This is an optimization exercise on Yosys and OpenROAD, whose aim is small area, not a production implementation.
Where RTL was checked, it was by simulation tests only, not by an equivalence proof against the original.
For runs 6 and 7, only the layout was checked, not whether the RTL still works.
The flow treats the clock pin as an ideal source. Dropping or thinning the clock tree relies on that and would not hold on a real chip.
Power and IR drop assume default switching activity.

$ cat flow/flow/run.sh
#!/bin/bash
# Own layout flow: the standard ORFS flow (standard.sh), with
#  - synthesis unchanged except that ABC maps the logic with an area-oriented
#    script (flow/abc_area.script: deepsyn AIG optimisation, then area
#    mapping) instead of ORFS's speed script; registers
#    are mapped before ABC runs, so they are the standard synthesis's;
#  - smaller port buffers, no CTS dummy loads, buf_12 clock buffers, and the
#    clock tree's intermediate level removed (root buffer drives the leaf
#    buffers directly).
# Each tool's output goes to a log file in the work folder (and ORFS's own
# logs under orfs/logs).
set -euo pipefail
W=$(pwd)

# ORFS scripts, with ABC's script replaced
rm -rf "$W/scripts_area"
cp -r "$FLOW_HOME/scripts" "$W/scripts_area"
cp "$W/flow/abc_area.script" "$W/scripts_area/abc_speed.script"

bash standard.sh SCRIPTS_DIR="$W/scripts_area" synth > "$W/synth.log" 2>&1

export BUFFER_PORTS_ARGS="-buffer_cell sky130_fd_sc_hd__buf_1"
export CTS_ARGS="-sink_clustering_enable -repair_clock_nets -sink_clustering_size 30 -sink_clustering_max_diameter 100 -dont_use_dummy_load -buf_list sky130_fd_sc_hd__buf_12"
bash standard.sh cts > "$W/place_cts.log" 2>&1

CTS_ODB=$(ls -d "$W"/orfs/results/*/uart_vector_processor/base)/4_cts.odb
CTS_ODB="$CTS_ODB" openroad -no_init -exit "$W/flow/flatten_ctree.tcl" > "$W/flatten_ctree.log" 2>&1

bash standard.sh > "$W/layout.log" 2>&1
$ cat flow/flow/abc_area.script
strash
&get -n
&deepsyn -I 2 -J 1000
&put
dch -f
map -a
topo
$ cat flow/flow/flatten_ctree.tcl
# Removes the intermediate level of the clock tree that CTS builds: every
# buffer named clkbuf_1_* (between the root buffer and the leaf buffers) is
# deleted and its loads are connected to the root buffer's output net.
read_db $::env(CTS_ODB)
set block [ord::get_db_block]
set removed 0
foreach inst [$block getInsts] {
  set name [$inst getName]
  if { ![string match "clkbuf_1_*" $name] } { continue }
  set in_net ""
  set out_net ""
  foreach it [$inst getITerms] {
    set mt [$it getMTerm]
    if { [$mt getSigType] != "SIGNAL" && [$mt getSigType] != "CLOCK" } { continue }
    if { [$mt getIoType] == "INPUT" } { set in_net [$it getNet] }
    if { [$mt getIoType] == "OUTPUT" } { set out_net [$it getNet] }
  }
  if { $in_net == "" || $out_net == "" } { continue }
  set loads {}
  foreach it [$out_net getITerms] {
    if { [$it getInst] != $inst } { lappend loads $it }
  }
  foreach it $loads {
    $it disconnect
    $it connect $in_net
  }
  odb::dbInst_destroy $inst
  odb::dbNet_destroy $out_net
  incr removed
  puts "removed $name, moved [llength $loads] loads to [$in_net getName]"
}
puts "removed $removed intermediate clock buffers"
write_db $::env(CTS_ODB)
$ cat flow/standard.sh
#!/bin/bash
# synth_recipe.tcl (not shown) runs the flow's synth.tcl, then flattens the netlist and writes it again
# the make line also repeats each setting of config.mk as NAME=value (left out here)
make -C /OpenROAD-flow-scripts/flow DESIGN_CONFIG=/design/flow/config.mk WORK_HOME=/design/flow/orfs CLKGATE_MAP_FILE= SYNTH_SCRIPT=/design/flow/synth_recipe.tcl "${@:-finish}"
$ cat flow/config.mk
export PLATFORM = sky130hd
export DESIGN_NAME = uart_vector_processor
export DESIGN_NICKNAME = uart_vector_processor
export VERILOG_FILES = /design/flow/design.v
export SDC_FILE = /design/flow/constraint.sdc
export NUM_CORES = 8
export LEC_CHECK = 0
export CAP_MARGIN = 20
export CORE_MARGIN = 2
export CORE_UTILIZATION = 40
export CTS_CLUSTER_DIAMETER = 100
export CTS_CLUSTER_SIZE = 35
export SLEW_MARGIN = 20
$ cat flow/constraint.sdc
create_clock -name core_clock -period 100.0 [get_ports {clk}]
set_input_delay 20.0000 -clock core_clock [delete_from_list [all_inputs] [get_ports {clk}]]
set_output_delay 20.0000 -clock core_clock [all_outputs]
set_load 0.01 [all_outputs]
$ cat flow/design.v
module uart_vector_processor #(
    parameter int BIT_RATE = 115200,
    parameter int CLK_FREQ = 1_843_200,
    parameter int MAX_VECT_SIZE = 8,
    parameter int MAX_MAT_ROWS = 4,
    parameter int MAX_MAT_COLS = 4
)(
    input wire clk,
    input wire resetn,
    input wire uart_rx,
    output wire uart_tx,
    output wire led_busy,
    output wire led_rx_active,
    output wire led_tx_active,
    output wire led_error
);
    localparam [2:0] S_IDLE = 3'b000,    
                     S_SZ   = 3'b001,    
                     S_OP1  = 3'b010,    
                     S_OP2  = 3'b011,    
                     S_TX   = 3'b110,    
                     S_ERR  = 3'b111;    
    reg [2:0] st;
    reg       frm;           
    reg [7:0] fc;            
    reg [3:0] ph;            
    reg [3:0] w;             
    reg [1:0] bi;            
    reg [3:0] L;             
    reg [1:0] op;            
    reg       c;             
    reg       dA;            
    reg       bcur;          
    reg       act;           
    reg       txo;           
    wire [3:0] m = fc[7:4];
    wire s_idle = (st == S_IDLE);
    wire s_sz   = (st == S_SZ);
    wire s_op1  = (st == S_OP1);
    wire s_op2  = (st == S_OP2);
    wire is_tx  = (st == S_TX);
    wire is_err = (st == S_ERR);
    wire is_mat = ~op[1] & ~op[0];
    wire is_dot = op[1] & op[0];
    wire muldot = op[1];
    reg [15:0] rE [0:15];
    reg [15:0] rO [0:15];
    wire [2:0] yidx = w[2:0] & {3{~is_dot}};
    wire XE_lo = rE[{1'b0, w[2:0]}][0];
    wire XO_lo = rO[{1'b0, w[2:0]}][0];
    wire YE = rE[{1'b1, yidx}][0];
    wire YO = rO[{1'b1, yidx}][0];
    wire XE = w[3] ? YE : XE_lo;
    wire XO = w[3] ? YO : XO_lo;
    wire [2:0] bb = {1'b0, bi} + {1'b0, is_tx & is_dot, is_tx & op[1] & ~op[0]};
    wire bitwin = frm & ~m[3];                           
    wire hit    = bitwin & (ph == {bb[1:0], m[2:1]});    
    wire s15    = &ph;
    wire fend   = frm & s15 & m[3] & (m[0] == is_tx);
    wire rxstart = ~frm & ~uart_rx & ~is_err & ~is_tx;
    wire txstart = ~frm & is_tx & s15;
    wire rx   = uart_rx;
    wire rxop = frm & ~is_tx;
    wire rhit = hit & rxop;
    wire [2:0] k = m[2:0];
    wire XR   = m[0] ? XO : XE;                          
    wire cin_add = c & ~((bi == 2'd0) & (k == 3'd0));
    wire nb   = s_op1 ? rx : (XR ^ rx ^ cin_add);
    wire cadd = (XR & rx) | (cin_add & (XR ^ rx));
    wire pass   = act;
    wire pfirst = (ph == 4'd0);
    wire cin_m  = c & ~pfirst;
    wire t0 = bcur & XE;
    wire s0 = YE ^ t0 ^ cin_m;
    wire c1 = (YE & t0) | (cin_m & (YE ^ t0));
    wire t1 = bcur & XO;
    wire s1 = YO ^ t1 ^ c1;
    wire c2 = (YO & t1) | (c1 & (YO ^ t1));
    wire capv = ~bb[2] & (muldot ? (m[0] ? YO : YE) : XR);
    wire wrX  = pass | (rhit & (s_op1 | (s_op2 & ~muldot)));
    wire wrY  = pass | (s_op1 & muldot);
    wire XdE = pass ? (dA & ~pfirst) : (m[0] ? XE : nb);
    wire XdO = pass ? XE : (m[0] ? nb : XO);
    wire YdE = pass & s0;
    wire YdO = pass & s1;
    wire UdE = is_mat ? XdE : YdE;
    wire UdO = is_mat ? XdO : YdO;
    genvar gi;
    generate
        for (gi = 0; gi < 16; gi = gi + 1) begin : g_slot
            wire we;
            wire dE, dO;
            if (gi < 8) begin : g_lo
                assign we = wrX & (w == gi);
                assign dE = XdE;
                assign dO = XdO;
            end else begin : g_hi
                assign we = (wrX & (w == gi)) | (wrY & (yidx == gi - 8));
                assign dE = UdE;
                assign dO = UdO;
            end
            always @(posedge clk) begin
                rE[gi] <= {we ? dE : rE[gi][0], rE[gi][15:1]};
                rO[gi] <= {we ? dO : rO[gi][0], rO[gi][15:1]};
            end
        end
    endgenerate
    wire skip = is_mat & (w[1:0] == L[1:0]);
    wire [3:0] wnx = (w | {2'b00, skip, skip}) + 4'd1;
    wire last = (w == L);
    wire brin = (k == 3'd0) | c;
    wire dbit = rx ^ brin;
    always @(posedge clk) begin
        ph <= ph + 4'd1;
        fc <= rxstart ? 8'hF1 : txstart ? 8'h00 : fc + 8'd1;
        dA <= XO;
        if (pass) begin
            c  <= c2;
        end else if (rhit) begin
            c <= s_sz ? (brin & ~rx) : cadd;
        end
        if (rhit & s_idle) begin
            if (k == 3'd0) op[0] <= rx;
            if (k == 3'd1) op[1] <= rx;
        end
        if (rhit & s_sz & (bi == 2'd0) & ~k[2] & (~k[1] | ~is_mat)) begin
            if (is_mat & w[0]) L <= {L[3:2], dbit, L[1]};
            else               L <= {dbit, L[3:1]};
        end
        if (is_tx) begin
            if (hit) bcur <= capv;
        end else if (s15)
            bcur <= rx;
        if (s15)
            act <= bitwin & rxop & s_op2 & muldot;
        if (fend) begin
            if (s_idle) begin
                bi <= 2'd0;
                w  <= 4'd0;
            end else begin
                bi <= bi + 2'd1;
                if (bi == 2'd3)
                    w <= s_sz ? {3'b000, is_mat & ~w[0]} : (last ? 4'd0 : wnx);
            end
        end
    end
    always @(posedge clk or negedge resetn) begin
        if (!resetn) begin
            st  <= S_IDLE;
            frm <= 1'b0;
            txo <= 1'b1;
        end else begin
            if (rxstart | txstart) frm <= 1'b1;
            else if (fend)         frm <= 1'b0;
            if (s15)
                txo <= ~txstart & ~(is_tx & bitwin & ~(hit ? capv : bcur));
            if (rhit & s_idle & (k[2] | k[1]) & (rx ^ (~k[2] & ~k[0] & is_mat)))
                st <= S_ERR;
            else if (fend & (bi == 2'd3 | s_idle)) begin
                case (st)
                    S_IDLE: st <= S_SZ;
                    S_SZ:   if (~(is_mat & ~w[0])) st <= S_OP1;
                    S_OP1:  if (last) st <= S_OP2;
                    S_OP2:  if (last) st <= S_TX;
                    S_TX:   if (last | is_dot) st <= S_IDLE;
                    default: ;
                endcase
            end
        end
    end
    assign uart_tx       = txo;
    assign led_tx_active = is_tx;
    assign led_rx_active = s_sz | s_op1 | s_op2;
    assign led_busy      = led_rx_active | is_tx;
    assign led_error     = is_err;
endmodule
==> results.py, run 1 <==
metrics = {
    "outcome": {
        "status": "no timing/DRC/antenna violations",
    },
    "setup_path": {
        "worstSetupStartpointType": "register",
        "cp_max_fo": 7,
        "worst-setup-path-type": "register to output port",
        "worst_ep_required_time_ns": 80.00,
        "worst_ep_arrival_time_ns": 2.25,
        "crit_path_end_kind": "output port",
    },
    "power": {
        "powerDensity_nw_per_um2": 23.8,
        "ir_drop_v": 0.0000165,
        "leakagePower_nw": 5.41,
    },
    "global_route": {
        "gr-usage-all-layers": 0.113,
        "antenna_found_initial": 0,
        "grt_pass1_wl_um": 27500,
        "use_met3": 0.0417,
        "grt_use_met1": 0.167,
        "grt_pass1_vias": 5130,
        "grt_start_max_net_pins": 31,
        "gr-max-usage-layer": "met1",
        "grt_overflow_total": 0,
        "grt.met2_usage": 0.140,
    },
    "yosys": {
        "netlist_area_um2": 12800,
        "synthTopCellsByArea": "dfxtp_1 (82%), edfxtp_1 (3.5%), nor2_1 (2.4%)",
        "synth_flop_cell": "dfxtp_1",
        "avgSynthCellArea_um2": 14.3,
        "synth_warnings": 3,
        "yosysSeqAreaShare": 0.864,
        "ys_seq_elements": 545,
        "yosysTopAreaCellShare": 0.819,
        "synthCells": 895,
        "async_reset_ff_frac": 0.00917,
        "syn_nets": 910,
        "ys_types": 32,
        "yosysTopAreaCell": "dfxtp_1",
        "synth_edf_count": 15,
    },
    "floorplanning": {
        "io_pins": 8,
        "coreArea_um2": 31600,
        "fp.dieArea_um2": 33500,
        "start_util": 0.407,
        "core.rowCount": 65,
        "die_y_um": 183,
        "fp.dieW_um": 183,
    },
    "routing": {
        "first_pass_iters": 4,
        "drt-initial-drc-count": 281,
        "totalWireLength_um": 17500,
        "drcViolationCount": 0,
        "antenna_left": 0,
        "wl_per_cell_um": 13.2,
        "routed_via_density": 4.29,
        "via_count": 5680,
    },
    "placement": {
        "placed_cells": 1304,
        "hpwl_um": 11700,
        "port_buffers": 7,
        "gp_congestion": 0.820,
    },
    "flow_run": {
        "max_cap_violations": 0,
    },
    "layout": {
        "nets": 939,
        "drive_above_1_share": 0.0293,
        "areaGrowthSynthToFinish_pct": 7.25,
        "diodes": 0,
        "finalNonFillerCells": 1324,
    },
    "clock_tree": {
        "cts.sinks": 545,
        "postCtsHoldBufs": 0,
        "ctsResizeCount": 0,
        "post-cts-setup-buffer-count": 0,
        "clk_pin_slew_ns": 0.10,
        "clock_latency_ns": 0.50,
    },
    "timing": {
        "period_needed_ns": 22.25,
        "fin_setup_tns_ns": 0,
        "fin_crit_sh": 0.222,
        "setup_violations": 0,
        "hold_viol": 0,
        "slew_headroom": 0.438,
        "rsz0062_at_grt": "no",
        "drv_slew": 0,
        "fin_skew_ns": 0.0302,
        "tightest_slew_ns": 0.839,
        "fmax_mhz": 44.9,
    },
    "min_path": {
        "min_path_type": "register to register",
    },
}
==> cells by family (layout without fill, tap and decap cells) <==
family,Yosys count,count (layout),synth area share
compound gates,95,95,0.0429
xor+xnor,5,5,0.00341
fa+ha+maj,12,12,0.0140
buf+inv,61,88,0.0178
flops,545,545,0.864
simple gates,177,177,0.0577
==> critical path, cell delays in order (launching register included) <==
cell and delay, ns:
dfrtp_1 0.40, clkinv_1 0.12, nor2_1 0.16, clkinv_1 0.10
nor2_1 0.41, clkinv_1 0.27, nand2_1 0.15, buf_1 0.16
==> flip-flops by register name, summed over array words and instances (netlist names) <==
signal / count
L: 4
act: 1
bcur: 1
bi: 2
c: 1
dA: 1
fc: 8
frm: 1
op: 2
ph: 4
rE: 256
rO: 256
st: 3
txo: 1
w: 4
==> layout make-up <==
| type | count | area, µm² |
|---|---|---|
| fill | 2862 | 17800 |
| sequential | 545 | 11100 |
| multi-input combinational | 289 | 1520 |
| clock buffer | 20 | 400 |
| tap | 402 | 503 |
| timing repair buffer | 7 | 26.3 |
| inverter | 61 | 229 |
==> Yosys cell counts, types with 3 or more instances <==
library cell	count
dfrtp_1	4
or2_2	3
ha_1	8
a21oi_1	37
a31oi_1	5
edfxtp_1	15
xnor2_1	4
o21ai_0	34
a221oi_1	5
nor4_1	3
o2111ai_1	3
nor3_1	17
clkinv_1	61
nand2_1	49
nor2_1	83
fa_1	4
nand4_1	3
dfxtp_1	525
nand3_1	16
==> power by group <==
| part | switching [mW] | internal [mW] | total [mW] |
|---|---|---|---|
| clock | 0.0580 | 0.0310 | 0.0890 |
| combinational | 0.00522 | 0.00245 | 0.00767 |
| sequential | 0.00452 | 0.227 | 0.231 |
| total | 0.0677 | 0.260 | 0.328 |
==> placed cells by master (no fill, tap or decap) <==
| cell type | n |
|---|---|
| nand2_1 | 49 |
| nor2_1 | 83 |
| o31ai_1 | 1 |
| a21oi_1 | 37 |
| nor4_1 | 3 |
| nor3_1 | 17 |
| nand4_1 | 3 |
| a31oi_1 | 5 |
| nand3_1 | 16 |
| and2_2 | 1 |
| edfxtp_1 | 15 |
| nor3b_1 | 1 |
| a221oi_1 | 5 |
| xnor2_1 | 4 |
| a32o_1 | 2 |
| fa_1 | 4 |
| a22oi_1 | 2 |
| dfxtp_1 | 525 |
| o21a_1 | 1 |
| a22o_2 | 1 |
| buf_1 | 7 |
| or4_2 | 1 |
| clkinv_1 | 61 |
| dfrtp_1 | 4 |
| o211ai_1 | 1 |
| xor2_1 | 1 |
| buf_12 | 20 |
| ha_1 | 8 |
| o221ai_1 | 2 |
| o21ai_0 | 34 |
| dfstp_2 | 1 |
| o2111ai_1 | 3 |
| a32oi_1 | 1 |
| or2_2 | 3 |
==> worst paths after layout <==
| kind | slack, ns | start | cells past startpoint | endpoint |
|---|---|---|---|---|
| worst max register to register | 95.09 | w[2] | 20 | rO[10][15] |
| worst max-delay path | 77.75 | st[1] | 7 | led_busy |
| worst min register to register | 0.30 | rE[0][8] | 0 | rE[0][7] |
| worst min-delay path | 0.30 | rE[0][8] | 0 | rE[0][7] |
| min in group asynchronous | 19.35 | resetn | 1 | frm |
| max in group asynchronous | 80.37 | resetn | 1 | txo |
==> metal layers <==
| layer | up-vias | part of all wire |
|---|---|---|
| li1 | 2920 | - |
| met1 | 2641 | 0.56 |
| met2 | 86 | 0.37 |
| met3 | 33 | 0.049 |
| met4 | 0 | 0.026 |
| met5 | - | 0 |
==> stage by stage <==
stage	worst slack (ns)	power (mW)	hold WS (ns)	cell area, µm²	utilization
3_3_place_gp	77.50	0.244	0.310	13400	0.423
5_1_grt	77.44	0.341	0.307	13800	0.436
4_1_cts	77.75	0.337	0.303	13800	0.437
3_5_place_dp	77.41	0.244	0.312	13400	0.423
2_1_floorplan	78.34	0.240	0.310	12800	-
6_report	77.75	0.328	0.303	13800	0.436
==> run 2, diff against run 1 <==
--- a/flow/flow/run.sh
+++ b/flow/flow/run.sh
@@ -22,3 +22,3 @@
 export BUFFER_PORTS_ARGS="-buffer_cell sky130_fd_sc_hd__buf_1"
-export CTS_ARGS="-sink_clustering_enable -repair_clock_nets -sink_clustering_size 30 -sink_clustering_max_diameter 100 -dont_use_dummy_load -buf_list sky130_fd_sc_hd__buf_12"
+export CTS_ARGS="-sink_clustering_enable -repair_clock_nets -sink_clustering_size 31 -sink_clustering_max_diameter 100 -dont_use_dummy_load -buf_list sky130_fd_sc_hd__buf_12"
 bash standard.sh cts > "$W/place_cts.log" 2>&1
==> results.py, run 2 <==
metrics = {
    "yosys": {
        "synth_edf_count": 15,
        "syn_nets": 910,
        "yosysTopAreaCell": "dfxtp_1",
        "yosysSeqAreaShare": 0.864,
        "synthCells": 895,
        "avgSynthCellArea_um2": 14.3,
        "synth_warnings": 3,
        "async_reset_ff_frac": 0.00917,
        "ys_seq_elements": 545,
        "ys_types": 32,
        "synth_flop_cell": "dfxtp_1",
        "yosysTopAreaCellShare": 0.819,
        "synth_most_common_cell": "dfxtp_1",
        "netlist_top_cells_count": "dfxtp_1 (525), nor2_1 (83), clkinv_1 (61)",
        "synthTopCellsByArea": "dfxtp_1 (82%), edfxtp_1 (3.5%), nor2_1 (2.4%)",
        "netlist_area_um2": 12800,
    },
    "timing": {
        "setup_ws_ns": 77.76,
        "setup_violations": 0,
        "tightest_slew_ns": 0.834,
        "period_needed_ns": 22.24,
        "fin_crit_sh": 0.222,
        "slew_headroom": 0.442,
        "fin_setup_tns_ns": 0,
        "hold_viol": 0,
        "fin_skew_ns": 0.0167,
        "fmax_mhz": 45.0,
        "drv_slew": 0,
        "rsz0062_at_grt": "no",
    },
    "setup_path": {
        "worst_ep_arrival_time_ns": 2.24,
        "worst_ep_required_time_ns": 80.00,
        "worst-path-stages": 7,
        "crit_path_end_kind": "output port",
        "crit_chain": "clkinv_1 > nor2_1 > clkinv_1 > nor2_1 > clkinv_1 > nand2_1 > buf_1",
        "cp_max_fo": 7,
        "worst-setup-path-type": "register to output port",
        "worst_r2r_path_depth": 20,
        "path_buf_inv": 4,
        "worstSetupStartpointType": "register",
        "crit_top_cell": "clkinv_1",
        "critical-path-top-delay-family": "simple AND/OR/NAND/NOR gates",
        "crit_slowest_cell": "dfrtp_1",
        "slowest_delay_ns": 0.41,
    },
    "clock_tree": {
        "clock_latency_ns": 0.48,
        "clk_pin_slew_ns": 0.11,
        "ctsResizeCount": 0,
        "cts.sinks": 545,
        "postCtsHoldBufs": 0,
        "post-cts-setup-buffer-count": 0,
    },
    "outcome": {
        "status": "no timing/DRC/antenna violations",
    },
    "layout": {
        "layout_commonest_cell": "dfxtp_1",
        "largestRegisters": "rE x256, rO x256, fc x8",
        "areaGrowthSynthToFinish_pct": 7.09,
        "fillers": 2853,
        "diodes": 0,
        "fin_area_um2": 13700,
        "drive_above_1_share": 0.0282,
        "nets": 938,
        "final_cell_mix": "dfxtp_1 (525), nor2_1 (83), clkinv_1 (61)",
        "utilization": 0.435,
    },
    "routing": {
        "first_pass_iters": 4,
        "wl_per_cell_um": 13.1,
        "drt-initial-drc-count": 411,
        "via_count": 5644,
        "drcViolationCount": 0,
        "antenna_left": 0,
        "routed_via_density": 4.27,
        "totalWireLength_um": 17400,
    },
    "global_route": {
        "antenna_found_initial": 0,
        "grt_pass1_vias": 5141,
        "grt_overflow_total": 0,
        "gr-usage-all-layers": 0.112,
        "grt_pass1_wl_um": 27400,
        "grt_start_max_net_pins": 32,
    },
    "min_path": {
        "hold_depth": 0,
        "min_path_type": "register to register",
    },
    "placement": {
        "pre_cts_ws_ns": 77.41,
        "port_buffers": 7,
        "hpwl_um": 11700,
        "placed_cell_area_um2": 13400,
        "gp_congestion": 0.820,
    },
    "power": {
        "leakagePower_nw": 5.41,
        "powerDensity_nw_per_um2": 23.7,
        "ir_drop_v": 0.0000157,
    },
    "floorplanning": {
        "die_y_um": 183,
        "coreArea_um2": 31600,
        "fp.dieArea_um2": 33500,
        "start_util": 0.407,
        "fp.dieW_um": 183,
        "core.rowCount": 65,
        "io_pins": 8,
    },
    "flow_run": {
        "max_cap_violations": 0,
    },
}
run 2: cell counts after synthesis:
Identical to the previous run, type by type.
run 2: final timing paths:
kind                                 from    endpoint  slack [ns]
worst min register to register  rE[9][13]   rE[9][12]        0.32
max in group asynchronous          resetn         txo       80.34
worst max-delay path                st[1]    led_busy       77.76
worst max register to register       w[2]  rO[10][15]       95.10
min in group asynchronous          resetn       st[2]       19.36
worst min-delay path            rE[9][13]   rE[9][12]        0.32
run 2: layout make-up:
| cell class | instances | area (µm²) | share of cell area |
|---|---|---|---|
| inverter | 61 | 229 | 0.0167 |
| multi-input combinational | 289 | 1520 | 0.110 |
| timing repair buffer | 7 | 26.3 | 0.00191 |
| sequential | 545 | 11100 | 0.807 |
| tap | 402 | 503 | 0.0366 |
| clock buffer | 19 | 380 | 0.0277 |
run 2: power by group:
part           total (mW)  internal [mW]  switching (mW)
clock network      0.0868         0.0295          0.0573
logic             0.00766        0.00245         0.00521
registers           0.231          0.227         0.00444
run 2: metal layers:
layer | GRT usage | share of wire | vias to the layer above | wire [µm]
met3 | 0.0393 | 0.049 | 25 | 860
met4 | 0.0592 | 0.024 | 0 | 426
met5 | 0 | 0 | - | 0
met1 | 0.165 | 0.55 | 2639 | 9600
met2 | 0.141 | 0.37 | 81 | 6510
li1 | - | - | 2899 | -
run 2: cell families after synthesis:
family / share of synthesized area
flip-flops: 0.864
AO/OA/AOI/OAI: 0.0429
AND/OR/NAND/NOR: 0.0577
buffers and inverters: 0.0178
adder cells (fa/ha/maj): 0.0140
XOR/XNOR: 0.00341
run 2: per-stage QoR:
| stage | std cells | hold WS, ns | total power, mW |
|---|---|---|---|
| global route | 1323 | 0.315 | 0.339 |
| CTS | 1325 | 0.321 | 0.334 |
| floorplan | 895 | 0.310 | 0.240 |
| detailed placement | 1304 | 0.312 | 0.244 |
| global placement | 1304 | 0.310 | 0.244 |
| finish | 1323 | 0.318 | 0.326 |
==> run 3, diff against run 2 <==
--- a/flow/flow/run.sh
+++ b/flow/flow/run.sh
@@ -22,3 +22,3 @@
 export BUFFER_PORTS_ARGS="-buffer_cell sky130_fd_sc_hd__buf_1"
-export CTS_ARGS="-sink_clustering_enable -repair_clock_nets -sink_clustering_size 31 -sink_clustering_max_diameter 100 -dont_use_dummy_load -buf_list sky130_fd_sc_hd__buf_12"
+export CTS_ARGS="-sink_clustering_enable -repair_clock_nets -sink_clustering_size 34 -sink_clustering_max_diameter 100 -dont_use_dummy_load -buf_list sky130_fd_sc_hd__buf_12"
 bash standard.sh cts > "$W/place_cts.log" 2>&1
==> results.py, run 3 <==
metrics = {
    "yosys": {
        "yosysTopAreaCell": "dfxtp_1",
        "synth_edf_count": 15,
        "netlist_area_um2": 12800,
        "avgSynthCellArea_um2": 14.3,
        "synthTopCellsByArea": "dfxtp_1 (82%), edfxtp_1 (3.5%), nor2_1 (2.4%)",
        "ys_seq_elements": 545,
        "ys_types": 32,
        "yosysTopAreaCellShare": 0.819,
        "synth_flop_cell": "dfxtp_1",
        "netlist_top_cells_count": "dfxtp_1 (525), nor2_1 (83), clkinv_1 (61)",
        "synthCells": 895,
        "synth_warnings": 3,
        "async_reset_ff_frac": 0.00917,
        "synth_most_common_cell": "dfxtp_1",
        "yosysSeqAreaShare": 0.864,
        "syn_nets": 910,
    },
    "setup_path": {
        "crit_top_cell": "clkinv_1",
        "worstSetupStartpointType": "register",
        "crit_slowest_cell": "dfrtp_1",
        "worst-setup-path-type": "register to output port",
        "slowest_delay_ns": 0.40,
        "cp_max_fo": 7,
        "crit_path_end_kind": "output port",
        "crit_chain": "clkinv_1 > nor2_1 > clkinv_1 > nor2_1 > clkinv_1 > nand2_1 > buf_1",
        "worst_ep_required_time_ns": 80.00,
        "worst_ep_arrival_time_ns": 2.21,
    },
    "clock_tree": {
        "clk_pin_slew_ns": 0.12,
        "clock_latency_ns": 0.48,
        "postCtsHoldBufs": 0,
        "ctsResizeCount": 0,
        "cts.sinks": 545,
        "post-cts-setup-buffer-count": 0,
    },
    "floorplanning": {
        "io_pins": 8,
        "core.rowCount": 65,
        "die_y_um": 183,
        "fp.dieArea_um2": 33500,
        "fp.dieW_um": 183,
        "coreArea_um2": 31600,
        "start_util": 0.407,
    },
    "timing": {
        "slew_headroom": 0.468,
        "fin_setup_tns_ns": 0,
        "hold_viol": 0,
        "fin_skew_ns": 0.0392,
        "drv_slew": 0,
        "period_needed_ns": 22.21,
        "timing.hold.ws_ns": 0.292,
        "fmax_mhz": 45.0,
        "rsz0062_at_grt": "no",
        "setup_violations": 0,
        "tightest_slew_ns": 0.795,
        "fin_crit_sh": 0.222,
    },
    "routing": {
        "routed_via_density": 4.29,
        "first_pass_iters": 5,
        "totalWireLength_um": 17300,
        "wl_per_cell_um": 13.1,
        "drcViolationCount": 0,
        "antenna_left": 0,
        "drt-initial-drc-count": 348,
        "via_count": 5671,
    },
    "layout": {
        "diodes": 0,
        "final_cell_mix": "dfxtp_1 (525), nor2_1 (83), clkinv_1 (61)",
        "largestRegisters": "rE x256, rO x256, fc x8",
        "areaGrowthSynthToFinish_pct": 6.93,
        "layout_commonest_cell": "dfxtp_1",
        "seq_area_um2": 11100,
        "multiInputGateArea_um2": 1520,
        "fillers": 2859,
        "drive_above_1_share": 0.0272,
        "nets": 937,
    },
    "global_route": {
        "antenna_found_initial": 0,
        "grt_pass1_wl_um": 27400,
        "grt_pass1_vias": 5130,
        "grt_start_max_net_pins": 35,
        "grt_overflow_total": 0,
        "gr-usage-all-layers": 0.112,
    },
    "power": {
        "p_total_mw": 0.324,
        "ir_drop_v": 0.0000158,
        "powerDensity_nw_per_um2": 23.6,
        "leakagePower_nw": 5.40,
    },
    "placement": {
        "port_buffers": 7,
        "hpwl_um": 11700,
        "gp_congestion": 0.820,
    },
    "outcome": {
        "status": "no timing/DRC/antenna violations",
    },
    "min_path": {
        "min_path_type": "register to register",
    },
    "flow_run": {
        "max_cap_violations": 0,
    },
}
-- run 3: cell count changes in the layout (fill, tap and decap cells not counted) --
cell / previous run / this run
buf_12: 19 / 18
-- run 3: layout make-up --
cell class / count / area share
Sequential cell: 545 / 0.808
Multi-Input combinational cell: 289 / 0.110
Tap cell: 402 / 0.0367
Clock buffer: 18 / 0.0263
Inverter: 61 / 0.0167
Timing Repair Buffer: 7 / 0.00192
-- run 3: logic make-up (layout without fill, tap and decap cells) --
logic type | after synthesis | count (layout) | synth area share
flops | 545 | 545 | 0.864
simple gates | 177 | 177 | 0.0577
xor+xnor | 5 | 5 | 0.00341
fa+ha+maj | 12 | 12 | 0.0140
buf+inv | 61 | 86 | 0.0178
compound gates | 95 | 95 | 0.0429
-- run 3: worst max-delay path, delay by kind of cell (launching register included) --
kind	cells	cell delay, ns
flops	1	0.40
simple gates	3	0.71
buf+inv	4	0.65
-- run 3: final timing paths --
check / slack (ns) / startpoint / end / cells after the start
worst max-delay path: 77.79 / st[1] / led_busy / 7
worst max register to register: 95.13 / w[2] / rO[10][15] / 20
worst min register to register: 0.29 / rE[0][8] / rE[0][7] / 0
min in group asynchronous: 19.36 / resetn / frm / 1
max in group asynchronous: 80.36 / resetn / txo / 1
worst min-delay path: 0.29 / rE[0][8] / rE[0][7] / 0
-- run 3: metrics by stage --
stage	utilization	setup WS (ns)	area, µm²	std cells
global route	0.435	77.47	13700	1322
finish	0.435	77.79	13700	1322
global placement	0.423	77.50	13400	1304
detailed placement	0.423	77.41	13400	1304
floorplan	-	78.34	12800	895
CTS	0.436	77.77	13800	1324
-- run 3: routing by layer --
| metal | up-vias | wire length, µm | part of all wire | global-route usage |
|---|---|---|---|---|
| met5 | - | 0 | 0 | 0 |
| met4 | 0 | 389 | 0.022 | 0.0547 |
| met3 | 29 | 885 | 0.051 | 0.0423 |
| met2 | 76 | 6470 | 0.37 | 0.140 |
| met1 | 2660 | 9600 | 0.55 | 0.165 |
| li1 | 2906 | - | - | - |
-- run 3: power by group --
| part | internal (mW) | switching (mW) | total [mW] | leakage, nW |
|---|---|---|---|---|
| logic | 0.00245 | 0.00523 | 0.00768 | 0.675 |
| clock network | 0.0280 | 0.0566 | 0.0846 | 0.169 |
| registers | 0.227 | 0.00453 | 0.231 | 4.55 |
| total | 0.257 | 0.0663 | 0.324 | 5.40 |
==> run 4, diff against run 3 <==
--- a/flow/flow/run.sh
+++ b/flow/flow/run.sh
@@ -22,3 +22,3 @@
 export BUFFER_PORTS_ARGS="-buffer_cell sky130_fd_sc_hd__buf_1"
-export CTS_ARGS="-sink_clustering_enable -repair_clock_nets -sink_clustering_size 34 -sink_clustering_max_diameter 100 -dont_use_dummy_load -buf_list sky130_fd_sc_hd__buf_12"
+export CTS_ARGS="-sink_clustering_enable -repair_clock_nets -sink_clustering_size 35 -sink_clustering_max_diameter 100 -dont_use_dummy_load -buf_list sky130_fd_sc_hd__buf_12"
 bash standard.sh cts > "$W/place_cts.log" 2>&1
==> results.py, run 4 <==
metrics = {
    "yosys": {
        "synthCells": 895,
        "syn_nets": 910,
        "ys_types": 32,
        "async_reset_ff_frac": 0.00917,
        "netlist_top_cells_count": "dfxtp_1 (525), nor2_1 (83), clkinv_1 (61)",
        "synth_warnings": 3,
        "yosysTopAreaCellShare": 0.819,
        "avgSynthCellArea_um2": 14.3,
        "ys_seq_elements": 545,
        "synthTopCellsByArea": "dfxtp_1 (82%), edfxtp_1 (3.5%), nor2_1 (2.4%)",
        "synth_most_common_cell": "dfxtp_1",
        "synth_flop_cell": "dfxtp_1",
        "yosysSeqAreaShare": 0.864,
        "netlist_area_um2": 12800,
        "yosysTopAreaCell": "dfxtp_1",
        "synth_edf_count": 15,
    },
    "floorplanning": {
        "coreArea_um2": 31600,
        "io_pins": 8,
        "start_util": 0.407,
        "core.rowCount": 65,
        "fp.dieW_um": 183,
        "die_y_um": 183,
        "fp.dieArea_um2": 33500,
    },
    "placement": {
        "gp_congestion": 0.820,
        "hpwl_um": 11700,
        "placed_cell_area_um2": 13400,
        "port_buffers": 7,
        "pre_cts_ws_ns": 77.41,
    },
    "routing": {
        "via_count": 5663,
        "antenna_left": 0,
        "first_pass_iters": 4,
        "drt-initial-drc-count": 306,
        "routed_via_density": 4.29,
        "drcViolationCount": 0,
        "wl_per_cell_um": 13.0,
        "totalWireLength_um": 17200,
    },
    "global_route": {
        "grt_overflow_total": 0,
        "grt_pass1_wl_um": 27200,
        "gr-usage-all-layers": 0.110,
        "gr-max-usage-layer": "met1",
        "grt_start_max_net_pins": 36,
        "grt_use_met1": 0.163,
        "grt_pass1_vias": 5145,
        "grt.met2_usage": 0.140,
        "antenna_found_initial": 0,
        "use_met3": 0.0417,
    },
    "timing": {
        "rsz0062_at_grt": "no",
        "drv_slew": 0,
        "fin_skew_ns": 0.0235,
        "period_needed_ns": 22.26,
        "hold_viol": 0,
        "fin_crit_sh": 0.223,
        "fin_setup_tns_ns": 0,
        "setup_violations": 0,
        "fmax_mhz": 44.9,
        "slew_headroom": 0.440,
        "setup_ws_ns": 77.74,
        "tightest_slew_ns": 0.836,
    },
    "clock_tree": {
        "post-cts-setup-buffer-count": 0,
        "ctsResizeCount": 0,
        "clock_latency_ns": 0.47,
        "postCtsHoldBufs": 0,
        "cts.sinks": 545,
        "clk_pin_slew_ns": 0.12,
    },
    "power": {
        "leakagePower_nw": 5.39,
        "combPwrFrac": 0.024,
        "p_total_mw": 0.322,
        "p_sw_frac": 0.205,
        "intPower_mw": 0.256,
        "seq_power_share": 0.719,
        "clkPwrFrac": 0.257,
        "p_sw_mw": 0.0658,
        "powerDensity_nw_per_um2": 23.5,
        "ir_drop_v": 0.0000145,
    },
    "setup_path": {
        "worst-setup-path-type": "register to output port",
        "worst_ep_arrival_time_ns": 2.26,
        "ff2ff_setup_slack_ns": 95.09,
        "worst_ep_required_time_ns": 80.00,
        "crit_path_end_kind": "output port",
        "cp_max_fo": 7,
        "worstSetupStartpointType": "register",
    },
    "flow_run": {
        "max_cap_violations": 0,
    },
    "layout": {
        "layout_commonest_cell": "dfxtp_1",
        "final_cell_mix": "dfxtp_1 (525), nor2_1 (83), clkinv_1 (61)",
        "diodes": 0,
        "fin_area_um2": 13700,
        "nets": 936,
        "areaGrowthSynthToFinish_pct": 6.78,
        "drive_above_1_share": 0.0261,
        "largestRegisters": "rE x256, rO x256, fc x8",
    },
    "outcome": {
        "status": "no timing/DRC/antenna violations",
    },
    "min_path": {
        "min_path_type": "register to register",
    },
}
[run 4: power by group through the flow]
stage	Sequential (mW)	Clock, mW	Combinational, mW
after floorplan	0.234	0	0.00546
final	0.231	0.0826	0.00768
after global placement	0.236	0	0.00754
after global routing	0.232	0.0937	0.00875
after CTS	0.231	0.0914	0.00771
after detailed placement	0.236	0	0.00764
[run 4: path summary, 6_finish.rpt]
| kind | startpoint | endpoint | depth (start not counted) |
|---|---|---|---|
| min | rO[9][11] | rO[9][10] | 0 |
| max reg2reg | w[2] | rO[10][15] | 20 |
| max in group asynchronous | resetn | txo | 1 |
| max | st[1] | led_busy | 7 |
| min reg2reg | rO[9][11] | rO[9][10] | 0 |
| min in group asynchronous | resetn | st[2] | 1 |
[run 4: metrics by stage]
stage | cells | util | hold slack, ns
6_report | 1321 | 0.434 | 0.314
5_1_grt | 1321 | 0.434 | 0.310
4_1_cts | 1323 | 0.435 | 0.317
3_5_place_dp | 1304 | 0.423 | 0.312
3_3_place_gp | 1304 | 0.423 | 0.310
2_1_floorplan | 895 | - | 0.310
[run 4: routing by layer]
layer	wire length, µm	up-vias	share of wire
li1	-	2902	-
met1	9490	2656	0.55
met2	6410	79	0.37
met3	905	26	0.053
met4	382	0	0.022
met5	0	-	0
[run 4: critical path, cell delays in order (launching register included)]
cell	delay [ns]
dfrtp_1	0.41
clkinv_1	0.12
nor2_1	0.16
clkinv_1	0.10
nor2_1	0.42
clkinv_1	0.27
nand2_1	0.15
buf_1	0.16
[run 4: cell type report]
cell class | count | area, µm²
clock buffer | 17 | 340
sequential | 545 | 11100
fill | 2850 | 17900
tap | 402 | 503
multi-input combinational | 289 | 1520
timing repair buffer | 7 | 26.3
inverter | 61 | 229
[run 4: cell families after synthesis]
| logic type | Yosys count | synth area share |
|---|---|---|
| simple gates | 177 | 0.0577 |
| fa+ha+maj | 12 | 0.0140 |
| flops | 545 | 0.864 |
| xor+xnor | 5 | 0.00341 |
| buf+inv | 61 | 0.0178 |
| compound gates | 95 | 0.0429 |
==> run 5, diff against run 4 <==
--- a/flow/design.v
+++ b/flow/design.v
@@ -59,3 +59,3 @@
     wire fend   = frm & s15 & m[3] & (m[0] == is_tx);
-    wire rxstart = ~frm & ~uart_rx & ~is_err & ~is_tx;
+    wire rxstart = ~frm & ~uart_rx;
     wire txstart = ~frm & is_tx & s15;
==> results.py, run 5 <==
metrics = {
    "floorplanning": {
        "coreArea_um2": 31600,
        "start_util": 0.406,
        "core.rowCount": 65,
        "io_pins": 8,
        "fp.dieW_um": 183,
        "fp.dieArea_um2": 33500,
        "die_y_um": 183,
    },
    "routing": {
        "totalWireLength_um": 17800,
        "drt-initial-drc-count": 311,
        "drcViolationCount": 0,
        "first_pass_iters": 5,
        "routed_via_density": 4.29,
        "wl_per_cell_um": 13.5,
        "via_count": 5645,
        "antenna_left": 0,
    },
    "power": {
        "leakagePower_nw": 5.31,
        "ir_drop_v": 0.0000152,
        "p_total_mw": 0.303,
        "powerDensity_nw_per_um2": 22.1,
    },
    "placement": {
        "gp_congestion": 0.907,
        "port_buffers": 7,
        "placed_cells": 1299,
        "hpwl_um": 12000,
    },
    "setup_path": {
        "slowest_delay_ns": 0.47,
        "worst_r2r_path_depth": 15,
        "worst_ep_arrival_time_ns": 2.08,
        "worstSetupStartpointType": "register",
        "crit_start": "st[1]",
        "worst-setup-path-type": "register to output port",
        "ff2ff_setup_slack_ns": 95.17,
        "path_buf_inv": 3,
        "critical-path-top-delay-family": "simple AND/OR/NAND/NOR gates",
        "cp_max_fo": 7,
        "worst_ep_required_time_ns": 80.00,
        "crit_chain": "clkinv_1 > nor2_1 > clkinv_1 > nor2_1 > buf_1",
        "r2r-start": "w[0]",
        "crit_slowest_cell": "nor2_1",
        "worst-path-stages": 5,
        "crit_path_end_kind": "output port",
    },
    "yosys": {
        "yosysTopAreaCell": "dfxtp_1",
        "synth_most_common_cell": "dfxtp_1",
        "synth_flop_cell": "dfxtp_1",
        "ys_types": 36,
        "syn_nets": 905,
        "netlist_area_um2": 12800,
        "synthCells": 890,
        "yosysTopAreaCellShare": 0.820,
        "synthTopCellsByArea": "dfxtp_1 (82%), edfxtp_1 (3.5%), nor2_1 (2.3%)",
        "async_reset_ff_frac": 0.00917,
        "netlist_top_cells_count": "dfxtp_1 (525), nor2_1 (80), clkinv_1 (58)",
        "ys_seq_elements": 545,
        "yosysSeqAreaShare": 0.865,
        "avgSynthCellArea_um2": 14.4,
        "synth_edf_count": 15,
        "synth_warnings": 3,
    },
    "clock_tree": {
        "post-cts-setup-buffer-count": 0,
        "clock_latency_ns": 0.46,
        "postCtsHoldBufs": 0,
        "cts.sinks": 545,
        "clk_pin_slew_ns": 0.12,
        "ctsResizeCount": 0,
    },
    "layout": {
        "finalNonFillerCells": 1316,
        "layout_commonest_cell": "dfxtp_1",
        "largestRegisters": "rE x256, rO x256, fc x8",
        "utilization": 0.434,
        "diodes": 0,
        "nets": 931,
        "areaGrowthSynthToFinish_pct": 6.78,
        "final_cell_mix": "dfxtp_1 (525), nor2_1 (80), clkinv_1 (58)",
        "drive_above_1_share": 0.0241,
    },
    "global_route": {
        "antenna_found_initial": 1,
        "grt_overflow_total": 0,
        "gr-usage-all-layers": 0.111,
        "grt_start_max_net_pins": 36,
        "grt_pass1_wl_um": 27800,
        "grt_pass1_vias": 5284,
    },
    "timing": {
        "fin_crit_sh": 0.221,
        "slew_headroom": 0.390,
        "rsz0062_at_grt": "no",
        "tightest_slew_ns": 0.908,
        "hold_viol": 0,
        "period_needed_ns": 22.08,
        "setup_violations": 0,
        "fin_setup_tns_ns": 0,
        "fin_skew_ns": 0.0161,
        "drv_slew": 0,
        "fmax_mhz": 45.3,
    },
    "flow_run": {
        "max_cap_violations": 0,
    },
    "min_path": {
        "hold_depth": 0,
        "min-delay-start": "rO[2][12]",
        "min_path_type": "register to register",
    },
    "outcome": {
        "status": "no timing/DRC/antenna violations",
    },
}
run 5: cell types whose count changed after synthesis, moves of 2 or more:
cell,delta
nor2_1,-3
o22ai_1,+3
clkinv_1,-3
o211ai_1,+2
nand3_1,-4
o2111ai_1,-2
o21ai_0,-12
nand2_1,+5
a21oi_1,+5
nor3_1,-2
a32o_1,-2
a22oi_1,+6
a221oi_1,-2
run 5: layout make-up:
cell class | count | area (µm²)
Fill cell | 2888 | 17900
Sequential cell | 545 | 11100
Multi-Input combinational cell | 287 | 1520
Tap cell | 402 | 503
Clock buffer | 17 | 340
Inverter | 58 | 218
Timing Repair Buffer | 7 | 26.3
run 5: logic make-up after synthesis:
logic type                 after synthesis  synth area share
DFF                                    545             0.865
adders and majority gates               12            0.0141
buffers and inverters                   58            0.0170
and+or+nand+nor                        173            0.0560
AOI/OAI and AO/OA                       96            0.0440
xor gates and xnor gates                 6           0.00410
run 5: worst register-to-register path, delay by kind of cell (launching register included):
kind	cells	cell delay [ns]
AOI/OAI and AO/OA	7	1.95
and+or+nand+nor	5	1.18
DFF	1	0.56
adders and majority gates	1	0.55
buffers and inverters	2	0.46
run 5: layer usage:
metal  track usage  vias to the layer above  wire, µm  part of all wire
li1              -                     2893         -                 -
met1         0.170                     2661     10100              0.57
met2         0.145                       65      6740              0.38
met3        0.0286                       26       539             0.030
met4        0.0518                        0       430             0.024
met5             0                        -         0                 0
run 5: path summary, 6_finish.rpt:
kind | end
setup / recovery | led_tx_active
hold / removal | rO[2][11]
setup reg to reg | rE[14][15]
hold reg to reg | rO[2][11]
max in group asynchronous | txo
min in group asynchronous | frm
run 5: report_power, final:
part / internal (mW) / switching, mW
logic: 0.000353 / 0.000722
registers: 0.219 / 0.000272
clock network: 0.0265 / 0.0563
total: 0.246 / 0.0573
run 5: through the flow:
step	area (µm²)	hold WS, ns	worst slack [ns]
6_report	13700	0.320	77.92
5_1_grt	13700	0.325	77.75
4_1_cts	13700	0.333	77.92
3_5_place_dp	13300	0.312	77.49
3_3_place_gp	13300	0.310	77.58
2_1_floorplan	12800	0.310	78.26
==> run 6, diff against run 5 <==
--- a/flow/design.v
+++ b/flow/design.v
@@ -20,4 +20,4 @@
                      S_OP2  = 3'b011,    
-                     S_TX   = 3'b110,    
-                     S_ERR  = 3'b111;    
+                     S_TX   = 3'b100,    
+                     S_ERR  = 3'b101;    
     reg [2:0] st;
@@ -45,9 +45,20 @@
     wire muldot = op[1];
-    reg [15:0] rE [0:15];
-    reg [15:0] rO [0:15];
+    wire [15:0] hE, hO;                  
+    wire [15:0] we;
+    wire XdE, XdO, UdE, UdO;
+    genvar gi;
+    generate
+        for (gi = 0; gi < 16; gi = gi + 1) begin : g_slot
+            vp_slot u_slot (
+                .clk(clk), .we(we[gi]),
+                .dE(gi < 8 ? XdE : UdE), .dO(gi < 8 ? XdO : UdO),
+                .hE(hE[gi]), .hO(hO[gi])
+            );
+        end
+    endgenerate
     wire [2:0] yidx = w[2:0] & {3{~is_dot}};
-    wire XE_lo = rE[{1'b0, w[2:0]}][0];
-    wire XO_lo = rO[{1'b0, w[2:0]}][0];
-    wire YE = rE[{1'b1, yidx}][0];
-    wire YO = rO[{1'b1, yidx}][0];
+    wire XE_lo = hE[{1'b0, w[2:0]}];
+    wire XO_lo = hO[{1'b0, w[2:0]}];
+    wire YE = hE[{1'b1, yidx}];
+    wire YO = hO[{1'b1, yidx}];
     wire XE = w[3] ? YE : XE_lo;
@@ -59,3 +70,3 @@
     wire fend   = frm & s15 & m[3] & (m[0] == is_tx);
-    wire rxstart = ~frm & ~uart_rx;
+    wire rxstart = ~frm & ~uart_rx & ~is_err & ~is_tx;
     wire txstart = ~frm & is_tx & s15;
@@ -81,25 +92,14 @@
     wire wrY  = pass | (s_op1 & muldot);
-    wire XdE = pass ? (dA & ~pfirst) : (m[0] ? XE : nb);
-    wire XdO = pass ? XE : (m[0] ? nb : XO);
+    assign XdE = pass ? (dA & ~pfirst) : (m[0] ? XE : nb);
+    assign XdO = pass ? XE : (m[0] ? nb : XO);
     wire YdE = pass & s0;
     wire YdO = pass & s1;
-    wire UdE = is_mat ? XdE : YdE;
-    wire UdO = is_mat ? XdO : YdO;
-    genvar gi;
+    assign UdE = is_mat ? XdE : YdE;
+    assign UdO = is_mat ? XdO : YdO;
     generate
-        for (gi = 0; gi < 16; gi = gi + 1) begin : g_slot
-            wire we;
-            wire dE, dO;
+        for (gi = 0; gi < 16; gi = gi + 1) begin : g_we
             if (gi < 8) begin : g_lo
-                assign we = wrX & (w == gi);
-                assign dE = XdE;
-                assign dO = XdO;
+                assign we[gi] = wrX & (w == gi);
             end else begin : g_hi
-                assign we = (wrX & (w == gi)) | (wrY & (yidx == gi - 8));
-                assign dE = UdE;
-                assign dO = UdO;
-            end
-            always @(posedge clk) begin
-                rE[gi] <= {we ? dE : rE[gi][0], rE[gi][15:1]};
-                rO[gi] <= {we ? dO : rO[gi][0], rO[gi][15:1]};
+                assign we[gi] = (wrX & (w == gi)) | (wrY & (yidx == gi - 8));
             end
@@ -172,3 +172,3 @@
     assign led_tx_active = is_tx;
-    assign led_rx_active = s_sz | s_op1 | s_op2;
+    assign led_rx_active = ~st[2] & (st[1] | st[0]);
     assign led_busy      = led_rx_active | is_tx;
@@ -176 +176,17 @@
 endmodule
+module vp_slot (
+    input  wire clk,
+    input  wire we,
+    input  wire dE,
+    input  wire dO,
+    output wire hE,
+    output wire hO
+);
+    reg [15:0] rE, rO;
+    always @(posedge clk) begin
+        rE <= {we ? dE : rE[0], rE[15:1]};
+        rO <= {we ? dO : rO[0], rO[15:1]};
+    end
+    assign hE = rE[0];
+    assign hO = rO[0];
+endmodule
==> flow/run.sh (new file) <==
#!/bin/bash
# synth_recipe.tcl (not shown) runs the flow's synth.tcl, then flattens the netlist and writes it again
# the make line also repeats each setting of config.mk as NAME=value (left out here)
make -C /OpenROAD-flow-scripts/flow DESIGN_CONFIG=/design/flow/config.mk WORK_HOME=/design/flow/orfs CLKGATE_MAP_FILE= SYNTH_SCRIPT=/design/flow/synth_recipe.tcl finish
--- a/flow/config.mk
+++ b/flow/config.mk
@@ -13 +13,2 @@
 export SLEW_MARGIN = 20
+export SYNTH_HIERARCHICAL = 1
removed: flow/flow/run.sh
removed: flow/flow/abc_area.script
removed: flow/flow/flatten_ctree.tcl
removed: flow/standard.sh
==> results.py, run 6 <==
metrics = {
    "yosys": {
        "synth_warnings": 8,
        "ys_types": 63,
        "syn_nets": 865,
        "netlist_area_um2": 13300,
        "synthTopCellsByArea": "dfxtp_1 (79%), edfxtp_1 (3.4%), mux2_2 (3.1%)",
        "yosysSeqAreaShare": 0.833,
        "synthCells": 846,
        "async_reset_ff_frac": 0.00917,
        "avgSynthCellArea_um2": 15.7,
        "synth_flop_cell": "dfxtp_1",
        "netlist_top_cells_count": "dfxtp_1 (525), mux2_2 (37), nor2_1 (35)",
        "ys_seq_elements": 545,
        "yosysTopAreaCellShare": 0.789,
        "yosysTopAreaCell": "dfxtp_1",
        "synth_most_common_cell": "dfxtp_1",
        "synth_edf_count": 15,
    },
    "timing": {
        "fin_crit_sh": 0.225,
        "fmax_mhz": 44.5,
        "slew_headroom": 0.430,
        "hold_viol": 0,
        "fin_setup_tns_ns": 0,
        "drv_slew": 0,
        "fin_skew_ns": 0.0243,
        "tightest_slew_ns": 0.849,
        "rsz0062_at_grt": "no",
        "period_needed_ns": 22.49,
        "setup_violations": 0,
    },
    "routing": {
        "top_layer_used": "met4",
        "routed_via_density": 4.25,
        "antenna_left": 0,
        "wl_met1_um": 9130,
        "first_pass_iters": 5,
        "totalWireLength_um": 17400,
        "drcViolationCount": 0,
        "via_count": 5527,
        "wl_met3_um": 768,
        "met2RoutedLength_um": 7140,
        "drt-initial-drc-count": 281,
        "wl_per_cell_um": 13.4,
    },
    "setup_path": {
        "crit_chain": "nor2_1 > ha_1 > clkdlybuf4s50_1",
        "worst-setup-path-type": "register to output port",
        "worst_ep_required_time_ns": 80.00,
        "crit_slowest_cell": "clkdlybuf4s50_1",
        "worstSetupStartpointType": "register",
        "cp_max_fo": 14,
        "crit_path_end_kind": "output port",
        "ff2ff_setup_slack_ns": 95.94,
        "slowest_delay_ns": 0.65,
        "path_buf_inv": 1,
        "worst_ep_arrival_time_ns": 2.49,
        "critical-path-top-delay-family": "buffers and inverters",
    },
    "global_route": {
        "grt_start_max_net_pins": 37,
        "antenna_found_initial": 0,
        "grt_pass1_vias": 5201,
        "gr-usage-all-layers": 0.0988,
        "grt_pass1_wl_um": 27600,
        "grt_overflow_total": 0,
    },
    "clock_tree": {
        "cts_tree": "yes",
        "cts.sinks": 545,
        "clock_latency_ns": 0.54,
        "cts_root_buf": "clkbuf_16",
        "postCtsHoldBufs": 0,
        "ctsResizeCount": 0,
        "ctsHtreeMaxLevel": 1,
        "post-cts-setup-buffer-count": 0,
        "clock_path_buffers": 3,
        "cts-buffers-inserted": 19,
        "clk_pin_slew_ns": 0.12,
    },
    "outcome": {
        "status": "no timing/DRC/antenna violations",
    },
    "layout": {
        "final_cell_mix": "dfxtp_1 (525), mux2_2 (37), nor2_1 (35)",
        "seq_area_um2": 11100,
        "areaGrowthSynthToFinish_pct": 7.92,
        "layout_commonest_cell": "dfxtp_1",
        "multiInputGateArea_um2": 2060,
        "diodes": 0,
        "finalNonFillerCells": 1300,
        "fillers": 2893,
        "largestRegisters": "g_slot.u_slot.rE x256, g_slot.u_slot.rO x256, fc x8",
        "drive_above_1_share": 0.0921,
        "nets": 875,
    },
    "placement": {
        "hpwl_um": 11400,
        "placed_cells": 1277,
        "gp_congestion": 0.774,
        "port_buffers": 7,
    },
    "floorplanning": {
        "io_pins": 8,
        "fp.dieW_um": 186,
        "core.rowCount": 66,
        "start_util": 0.408,
        "coreArea_um2": 32600,
        "die_y_um": 186,
        "fp.dieArea_um2": 34800,
    },
    "power": {
        "powerDensity_nw_per_um2": 21.7,
        "leakagePower_nw": 5.62,
        "ir_drop_v": 0.0000111,
    },
    "flow_run": {
        "max_cap_violations": 0,
    },
    "min_path": {
        "min_path_type": "register to register",
    },
}
[run 6: final cells by class]
cell class / count / share of cell area
Inverter: 21 / 0.00549
Clock buffer: 21 / 0.0336
Timing Repair Buffer: 8 / 0.00540
Sequential cell: 545 / 0.772
Multi-Input combinational cell: 261 / 0.144
Clock inverter: 2 / 0.00174
Tap cell: 442 / 0.0385
[run 6: Yosys stat by module (local to each module, per instance)]
module,flops+latches,copies in the design,cells
uart_vector_processor,33,1,302
vp_slot,32,16,34
[run 6: worst reg2reg max path: cells and delay by family (launching register included)]
kind / cells / cell delay [ns]
muxes: 5 / 1.34
AOI/OAI and AO/OA: 3 / 1.29
DFF: 1 / 0.92
adders and majority gates: 1 / 0.45
[run 6: per-layer routing]
| layer | vias up | GRT usage |
|---|---|---|
| met5 | - | 0 |
| met4 | 0 | 0.0231 |
| li1 | 2781 | - |
| met2 | 73 | 0.149 |
| met1 | 2649 | 0.147 |
| met3 | 24 | 0.0182 |
[run 6: stage by stage]
step | instance area [µm²] | hold WS, ns | utilization | setup slack [ns] | power (mW)
final | 14400 | 0.320 | 0.441 | 77.51 | 0.312
after global routing | 14400 | 0.337 | 0.441 | 77.37 | 0.323
after CTS | 14400 | 0.331 | 0.440 | 77.49 | 0.317
after detailed placement | 13900 | 0.312 | 0.425 | 77.04 | 0.224
after global placement | 13900 | 0.310 | 0.425 | 77.05 | 0.224
after floorplan | 13300 | 0.310 | - | 78.33 | 0.223
[run 6: power breakdown]
group	switching [mW]	total [mW]	internal, mW
registers	0.0000915	0.218	0.218
clock network	0.0579	0.0936	0.0357
logic	0.000256	0.000462	0.000204
total	0.0583	0.312	0.254
[run 6: cell families (layout without fill, tap and decap cells)]
| group | Yosys count | after routing | synth area share |
|---|---|---|---|
| fa+ha+maj | 16 | 16 | 0.0173 |
| mux | 48 | 48 | 0.0455 |
| simple gates | 119 | 119 | 0.0460 |
| buf+inv | 40 | 52 | 0.0128 |
| compound gates | 57 | 57 | 0.0319 |
| flops | 545 | 545 | 0.833 |
| xor+xnor | 21 | 21 | 0.0138 |
[run 6: final timing paths]
| check | start | end | cells after the start |
|---|---|---|---|
| min in group asynchronous | resetn | frm | 1 |
| worst min register to register | g_slot[12].u_slot.rE[14] | g_slot[12].u_slot.rE[13] | 0 |
| worst max-delay path | st[0] | led_tx_active | 3 |
| max in group asynchronous | resetn | txo | 1 |
| worst max register to register | w[1] | g_slot[12].u_slot.rE[15] | 9 |
| worst min-delay path | g_slot[12].u_slot.rE[14] | g_slot[12].u_slot.rE[13] | 0 |
==> run 7, diff against run 6 <==
--- a/flow/config.mk
+++ b/flow/config.mk
@@ -7,2 +7,3 @@
 export LEC_CHECK = 0
+export ABC_CLOCK_PERIOD_IN_PS = 1000000
 export CAP_MARGIN = 20
==> results.py, run 7 <==
metrics = {
    "outcome": {
        "status": "no timing/DRC/antenna violations",
    },
    "yosys": {
        "ys_types": 63,
        "yosysSeqAreaShare": 0.833,
        "yosysTopAreaCell": "dfxtp_1",
        "synth_warnings": 8,
        "synth_most_common_cell": "dfxtp_1",
        "synth_edf_count": 15,
        "netlist_top_cells_count": "dfxtp_1 (525), mux2_2 (37), nor2_1 (35)",
        "synth_flop_cell": "dfxtp_1",
        "async_reset_ff_frac": 0.00917,
        "netlist_area_um2": 13300,
        "avgSynthCellArea_um2": 15.7,
        "synthTopCellsByArea": "dfxtp_1 (79%), edfxtp_1 (3.4%), mux2_2 (3.1%)",
        "synthCells": 846,
        "yosysTopAreaCellShare": 0.789,
        "ys_seq_elements": 545,
        "syn_nets": 865,
    },
    "power": {
        "intPower_mw": 0.254,
        "p_sw_frac": 0.187,
        "p_total_mw": 0.312,
        "leakagePower_nw": 5.62,
        "ir_drop_v": 0.0000111,
        "p_sw_mw": 0.0583,
        "seq_power_share": 0.699,
        "powerDensity_nw_per_um2": 21.7,
        "clkPwrFrac": 0.300,
        "combPwrFrac": 0.001,
    },
    "clock_tree": {
        "clk_pin_slew_ns": 0.12,
        "clock_latency_ns": 0.54,
        "cts_tree": "yes",
        "post-cts-setup-buffer-count": 0,
        "cts-buffers-inserted": 19,
        "postCtsHoldBufs": 0,
        "cts.sinks": 545,
        "ctsResizeCount": 0,
        "ctsHtreeMaxLevel": 1,
        "cts_root_buf": "clkbuf_16",
        "clock_path_buffers": 3,
    },
    "setup_path": {
        "slowest_delay_ns": 0.65,
        "cp_max_fo": 14,
        "worst-path-stages": 3,
        "worst_r2r_path_depth": 9,
        "worstSetupStartpointType": "register",
        "crit_path_end_kind": "output port",
        "worst_ep_required_time_ns": 80.00,
        "critical-path-top-delay-family": "buffers and inverters",
        "worst-setup-path-type": "register to output port",
        "worst_ep_arrival_time_ns": 2.49,
        "path_buf_inv": 1,
        "crit_slowest_cell": "clkdlybuf4s50_1",
        "crit_chain": "nor2_1 > ha_1 > clkdlybuf4s50_1",
    },
    "layout": {
        "nets": 875,
        "layout_commonest_cell": "dfxtp_1",
        "drive_above_1_share": 0.0921,
        "fillers": 2893,
        "final_cell_mix": "dfxtp_1 (525), mux2_2 (37), nor2_1 (35)",
        "diodes": 0,
        "largestRegisters": "g_slot.u_slot.rE x256, g_slot.u_slot.rO x256, fc x8",
        "areaGrowthSynthToFinish_pct": 7.92,
    },
    "placement": {
        "hpwl_um": 11400,
        "gp_congestion": 0.774,
        "port_buffers": 7,
    },
    "min_path": {
        "min_path_type": "register to register",
        "hold_depth": 0,
    },
    "global_route": {
        "grt_overflow_total": 0,
        "gr-usage-all-layers": 0.0988,
        "antenna_found_initial": 0,
        "grt_pass1_wl_um": 27600,
        "grt_start_max_net_pins": 37,
        "grt_pass1_vias": 5201,
    },
    "timing": {
        "setup_violations": 0,
        "tightest_slew_ns": 0.849,
        "fin_setup_tns_ns": 0,
        "drv_slew": 0,
        "hold_viol": 0,
        "period_needed_ns": 22.49,
        "rsz0062_at_grt": "no",
        "slew_headroom": 0.430,
        "fin_skew_ns": 0.0243,
        "fmax_mhz": 44.5,
        "fin_crit_sh": 0.225,
    },
    "routing": {
        "first_pass_iters": 5,
        "via_count": 5527,
        "antenna_left": 0,
        "drcViolationCount": 0,
        "totalWireLength_um": 17400,
        "routed_via_density": 4.25,
        "wl_per_cell_um": 13.4,
        "drt-initial-drc-count": 281,
    },
    "floorplanning": {
        "coreArea_um2": 32600,
        "core.rowCount": 66,
        "fp.dieArea_um2": 34800,
        "die_y_um": 186,
        "fp.dieW_um": 186,
        "start_util": 0.408,
        "io_pins": 8,
    },
    "flow_run": {
        "max_cap_violations": 0,
    },
}
==> run 7: cell counts in the layout (fill, tap and decap cells not counted) <==
No cell type changed its count.
==> run 7: layout make-up <==
type                       instances  area, µm²  share of cell area
inverter                          21       78.8             0.00549
tap                              442        553              0.0385
clock inverter                     2       25.0             0.00174
sequential                       545      11100               0.772
multi-input combinational        261       2060               0.144
clock buffer                      21        483              0.0336
timing repair buffer               8       77.6             0.00540
==> run 7: power by group through the flow <==
stage	combinational, mW	sequential [mW]	clock, mW
floorplan	0.000243	0.223	0
global placement	0.000459	0.223	0
detailed placement	0.000460	0.223	0
CTS	0.000462	0.218	0.0983
global route	0.000529	0.218	0.104
finish	0.000462	0.218	0.0936
==> run 7: path summary, 6_finish.rpt <==
check                                           end  slack (ns)                      from
setup / recovery                      led_tx_active       77.51                     st[0]
hold reg to reg            g_slot[12].u_slot.rE[13]        0.32  g_slot[12].u_slot.rE[14]
hold / removal             g_slot[12].u_slot.rE[13]        0.32  g_slot[12].u_slot.rE[14]
min in group asynchronous                       frm       19.68                    resetn
setup reg to reg           g_slot[12].u_slot.rE[15]       95.94                      w[1]
max in group asynchronous                       txo       80.06                    resetn
==> run 7: cell families after synthesis <==
kind of cell	count (synthesis)	share of synthesized area
xor gates and xnor gates	21	0.0138
and+or+nand+nor	119	0.0460
DFF	545	0.833
AOI/OAI and AO/OA	57	0.0319
buffers and inverters	40	0.0128
muxes	48	0.0455
adders and majority gates	16	0.0173
==> run 7: modules after synthesis, one instance, submodules excluded <==
module / cells / cell area (µm²) / times used
uart_vector_processor: 302 / 2700 / 1
vp_slot: 34 / 663 / 16
==> run 7: worst reg2reg max path, stage by stage (launching register included) <==
cell	delay (ns)
edfxtp_1	0.92
mux4_2	0.44
o32ai_2	0.46
o21ai_1	0.23
mux2i_1	0.26
fa_1	0.45
mux2i_1	0.21
mux2i_1	0.15
o41ai_2	0.60
mux2_2	0.28
==> run 7: per-layer routing <==
metal | GRT usage | part of all wire | routed length (µm)
met1 | 0.147 | 0.52 | 9130
met2 | 0.149 | 0.41 | 7140
met3 | 0.0182 | 0.044 | 768
met4 | 0.0231 | 0.021 | 365
met5 | 0 | 0 | 0
==> run 7: through the flow <==
stage          cell area [µm²]  cells  utilization  setup slack [ns]  hold WS [ns]
2_1_floorplan            13300    846            -             78.33         0.310
5_1_grt                  14400   1300        0.441             77.37         0.337
3_5_place_dp             13900   1277        0.425             77.04         0.312
4_1_cts                  14400   1300        0.440             77.49         0.331
3_3_place_gp             13900   1277        0.425             77.05         0.310
6_report                 14400   1300        0.441             77.51         0.320

==> separate check: timing with driven ports <==
The results above use ideal ports. As a check the final layouts listed here were re-extracted and re-timed, cells and wires unchanged. Step 1: set_driving_cell puts a clkbuf_16 on clk and a buf_2 on each other input, an assumption about the parent block. Step 2 also shifts input and output timing later by t, the mid clock arrival at the registers, as if the neighbouring blocks saw the same clock. a / b / c = ideal ports / drivers / drivers and shift; a / b = the first two.
run	t (ns)	setup WS [ns]	hold slack, ns	worst setup path at the end	latest minus earliest clock arrival (ns)
run 1	0.532	77.750 / 77.702 / 77.356	0.303 / 0.303 / 0.303	input to register	0.030 / 0.030
run 2	0.522	77.756 / 77.706 / 77.349	0.318 / 0.318 / 0.318	input to register	0.019 / 0.019
run 3	0.514	77.791 / 77.739 / 77.387	0.292 / 0.292 / 0.292	input to register	0.040 / 0.039
run 4	0.506	77.742 / 77.692 / 77.359	0.314 / 0.314 / 0.314	input to register	0.027 / 0.027
run 5	0.507	77.924 / 77.874 / 77.469	0.320 / 0.320 / 0.320	input to register	0.016 / 0.016
run 6	0.572	77.513 / 77.468 / 77.409	0.320 / 0.320 / 0.320	input to register	0.025 / 0.025
run 7	0.572	77.513 / 77.468 / 77.409	0.320 / 0.320 / 0.320	input to register	0.025 / 0.025
After both steps setup and hold are still met in every run listed. For run 5, which loses most, drivers alone change the setup slack by -0.050 ns; drivers and shift together by -0.455 ns.
